From an optimization exercise on the open Yosys and OpenROAD flow, aimed at small area; shortcuts taken in it are not production practice. In this exercise RTL edits were held to simulation tests only and were not proved equivalent to the original. No activity file was given, so power comes from the tool's default toggle rates.

// simple_gemac
module simple_gemac(
   input clk, input reset,
   output reg GMII_TX_EN, output reg GMII_TX_ER, output reg [7:0] GMII_TXD,
   input GMII_RX_DV, input GMII_RX_ER, input [7:0] GMII_RXD,
   input pause_req, input [15:0] pause_time_req, input pause_respect_en,
   input [47:0] ucast_addr, input [47:0] mcast_addr,
   input pass_ucast, input pass_mcast, input pass_bcast, input pass_pause, input pass_all,
   output [7:0] rx_data, output reg rx_valid, output rx_error, output reg rx_ack,
   input [7:0] tx_data, input tx_valid, input tx_error, output tx_ack
    );
==> flow/config.mk <==
export PLATFORM = sky130hd
export DESIGN_NAME = simple_gemac
export DESIGN_NICKNAME = simple_gemac
export VERILOG_FILES = /design/flow/design.v
export SDC_FILE = /design/flow/constraint.sdc
export NUM_CORES = 4
export LEC_CHECK = 0
export CAP_MARGIN = 20
export CORE_MARGIN = 2
export CORE_UTILIZATION = 70
export PLACE_DENSITY = 0.8
export SLEW_MARGIN = 20
==> flow/constraint.sdc <==
create_clock -name core_clock -period 8.0 [get_ports {clk}]
set_input_delay 1.6000 -clock core_clock [delete_from_list [all_inputs] [get_ports {clk}]]
set_output_delay 1.6000 -clock core_clock [all_outputs]
set_load 0.01 [all_outputs]
standard.sh (not shown) runs the stock make flow with config.mk's settings and CLKGATE_MAP_FILE= SYNTH_SCRIPT=/design/flow/synth_recipe.tcl, a recipe that flattens the netlist after the stock synthesis.
==> flow/flow/run.sh <==
#!/bin/bash
# Own layout flow: the standard flow, with
#  - the combinational logic of the standard synthesis re-mapped by ABC for area
#    (registers kept exactly as the standard synthesis made them),
#  - small port buffers (every port still gets its own buffer),
#  - a clock tree of smaller buffers and no dummy loads.
set -euo pipefail
cd "$(dirname "$0")/.."
W=$PWD
R=$W/orfs/results/$FLOW_PLATFORM/simple_gemac/base

export BUFFER_PORTS_ARGS="-buffer_cell sky130_fd_sc_hd__buf_1"
export CTS_ARGS="-sink_clustering_enable -repair_clock_nets -buf_list sky130_fd_sc_hd__clkbuf_8 -root_buf sky130_fd_sc_hd__clkbuf_8 -dont_use_dummy_load -sink_clustering_size 20 -sink_clustering_max_diameter 50"

bash standard.sh synth > $W/flow_synth.log 2>&1
cp $R/1_2_yosys.v $W/1_2_yosys.standard.v
bash flow/resynth.ys.sh $W/1_2_yosys.standard.v $W/1_2_yosys.resynth.v $W/flow/area.abc $W/flow_resynth.log
cp $W/1_2_yosys.resynth.v $R/1_2_yosys.v
touch $R/1_2_yosys.v
bash standard.sh finish > $W/flow_finish.log 2>&1
==> flow/flow/area.abc <==
strash
&get -n
&deepsyn -T 60
&dch -f
&nf -R 1000
&put
==> flow/flow/resynth.ys.sh <==
#!/bin/bash
# resynth.ys.sh IN.v OUT.v ABC_SCRIPT LOG
# Re-maps the combinational cells of the standard synthesis's netlist with ABC.
# Flip-flops (and tie cells) stay as they are: same instances, names and cell types.
set -euo pipefail
IN=$1; OUT=$2; SCR=$3; LOG=$4
LIB=$FLOW_HOME/platforms/sky130hd/lib/sky130_fd_sc_hd__tt_025C_1v80.lib
DU=""
for c in $(sed -n '/DONT_USE_CELLS/,/^$/p' $FLOW_HOME/platforms/sky130hd/config.mk | grep -o 'sky130_fd_sc_hd__[a-z0-9_]*'); do DU="$DU -dont_use $c"; done
yosys -l $LOG -p "
read_liberty -ignore_miss_func $LIB
blackbox sky130_fd_sc_hd__df* sky130_fd_sc_hd__edf* sky130_fd_sc_hd__sdf* sky130_fd_sc_hd__dl* sky130_fd_sc_hd__sedf* sky130_fd_sc_hd__conb*
read_verilog $IN
hierarchy -top $FLOW_TOP
flatten
opt -purge
abc -liberty $LIB $DU -script $SCR
opt_clean -purge
hilomap -singleton -hicell sky130_fd_sc_hd__conb_1 HI -locell sky130_fd_sc_hd__conb_1 LO
splitnets
opt_clean -purge
stat -liberty $LIB
write_verilog -noattr -nohex -nodec -selected $OUT
" > /dev/null
The starting point went through all stages and came out clean.
Change:
--- a/flow/design.v
+++ b/flow/design.v
@@ -227,26 +227,38 @@
    always @(posedge clk)
      if(rx_state == RX_PAUSE_STORE_MSB)
        pause_quanta_rcvd[15:8] <= rxd_d1;
      else if(rx_state == RX_PAUSE_STORE_LSB)
        pause_quanta_rcvd[7:0] <= rxd_d1;
    reg pqval_d1;
    always @(posedge clk)
      pqval_d1 <= (rx_state == RX_DO_PAUSE);    
-   reg [21:0] pause_quanta_counter;
+   reg [15:0] pause_hi;
+   reg [5:0]  pause_lo;
    reg 	      paused;
-   wire       pause_cnt_nz = (pause_quanta_counter != 22'd0);
+   wire       pause_lo_z = (pause_lo == 6'd0);
+   wire       pause_cnt_nz = (pause_hi != 16'd0) | ~pause_lo_z;
    always @(posedge clk or posedge rst)
      if(rst)
-       pause_quanta_counter <= 22'd0;
+       begin
+	  pause_hi <= 16'd0;
+	  pause_lo <= 6'd0;
+       end
      else if(pqval_d1)
-       pause_quanta_counter <= {pause_quanta_rcvd, 6'b0};
+       begin
+	  pause_hi <= pause_quanta_rcvd;
+	  pause_lo <= 6'd0;
+       end
      else if(pause_cnt_nz & paused)
-       pause_quanta_counter <= pause_quanta_counter - 22'd1;
+       begin
+	  pause_lo <= {pause_lo[4:0], pause_lo[5] ^ pause_lo[4] ^ (pause_lo[4:0] == 5'd0)};
+	  if(pause_lo_z)
+	    pause_hi <= pause_hi - 16'd1;
+       end
    wire pause_apply = pause_respect_en & pause_cnt_nz;
    localparam TX_IDLE  = 4'd0;
    localparam TX_HDR   = 4'd1;     
    localparam TX_FIRST = 4'd2;
    localparam TX_INF   = 4'd3;
    localparam TX_INF2  = 4'd4;
    localparam TX_PAD   = 4'd5;
    localparam TX_ERR   = 4'd6;
@@ -347,17 +359,17 @@
        7'd16 : pause_dat <= ucast_addr[23:16];
        7'd17 : pause_dat <= ucast_addr[15:8];
        7'd18 : pause_dat <= ucast_addr[7:0];
        7'd19 : pause_dat <= 8'h88;
        7'd20 : pause_dat <= 8'h08;
        7'd21 : pause_dat <= 8'h00;
        7'd22 : pause_dat <= 8'h01;
        7'd23 : pause_dat <= pause_time_held[15:8];
-       7'd24 : pause_dat <= pause_time_held[7:0];
+       default : pause_dat <= pause_time_held[7:0];    
      endcase
    wire tx_data_st = (tx_state == TX_FIRST) | (tx_state == TX_INF) | (tx_state == TX_INF2);
    wire tx_fcs_next = ((tx_state == TX_INF2) & ~tx_error & ~tx_valid) |
 		      ((tx_state == TX_PAD) & (tx_ctr == 7'd68)) |
 		      (tx_state == TX_CRC0) | (tx_state == TX_CRC1) | (tx_state == TX_CRC2);
    wire [31:0] tx_crc_next;
    always @(posedge clk)
      if(rst)
What happened: Via count rose by 4.4%; sequential power fell by about 3%; synthesized area fell by 1.7%; hold slack gets worse by 0.026 ns; flip-flop and latch count does not change; final cell count fell by 0.83%; count of clock-buffer cells in the layout rose by 1.

separate check: timing with driven ports:
Ports are ideal in the flow. The routed layouts listed here were re-timed in OpenROAD. Step 1 (the two cells are an assumption about what drives the block):
set clk [get_ports {clk}]
set_driving_cell -lib_cell sky130_fd_sc_hd__clkbuf_16 $clk
set_driving_cell -lib_cell sky130_fd_sc_hd__buf_2 [delete_from_list [all_inputs] $clk]
Step 2 also shifts input and output timing later by t, the mid clock arrival at the registers, as if the neighbouring blocks saw the same clock. a / b / c = ideal ports / drivers / drivers and shift; a / b = the first two.
run	t (ns)	slack for setup (ns)	clock arrival spread, ns
the first run	0.546	2.983 / 2.983 / 2.983	0.074 / 0.075
the second run	0.558	4.012 / 4.012 / 4.012	0.075 / 0.076
After both steps setup and hold are still met in every run listed.
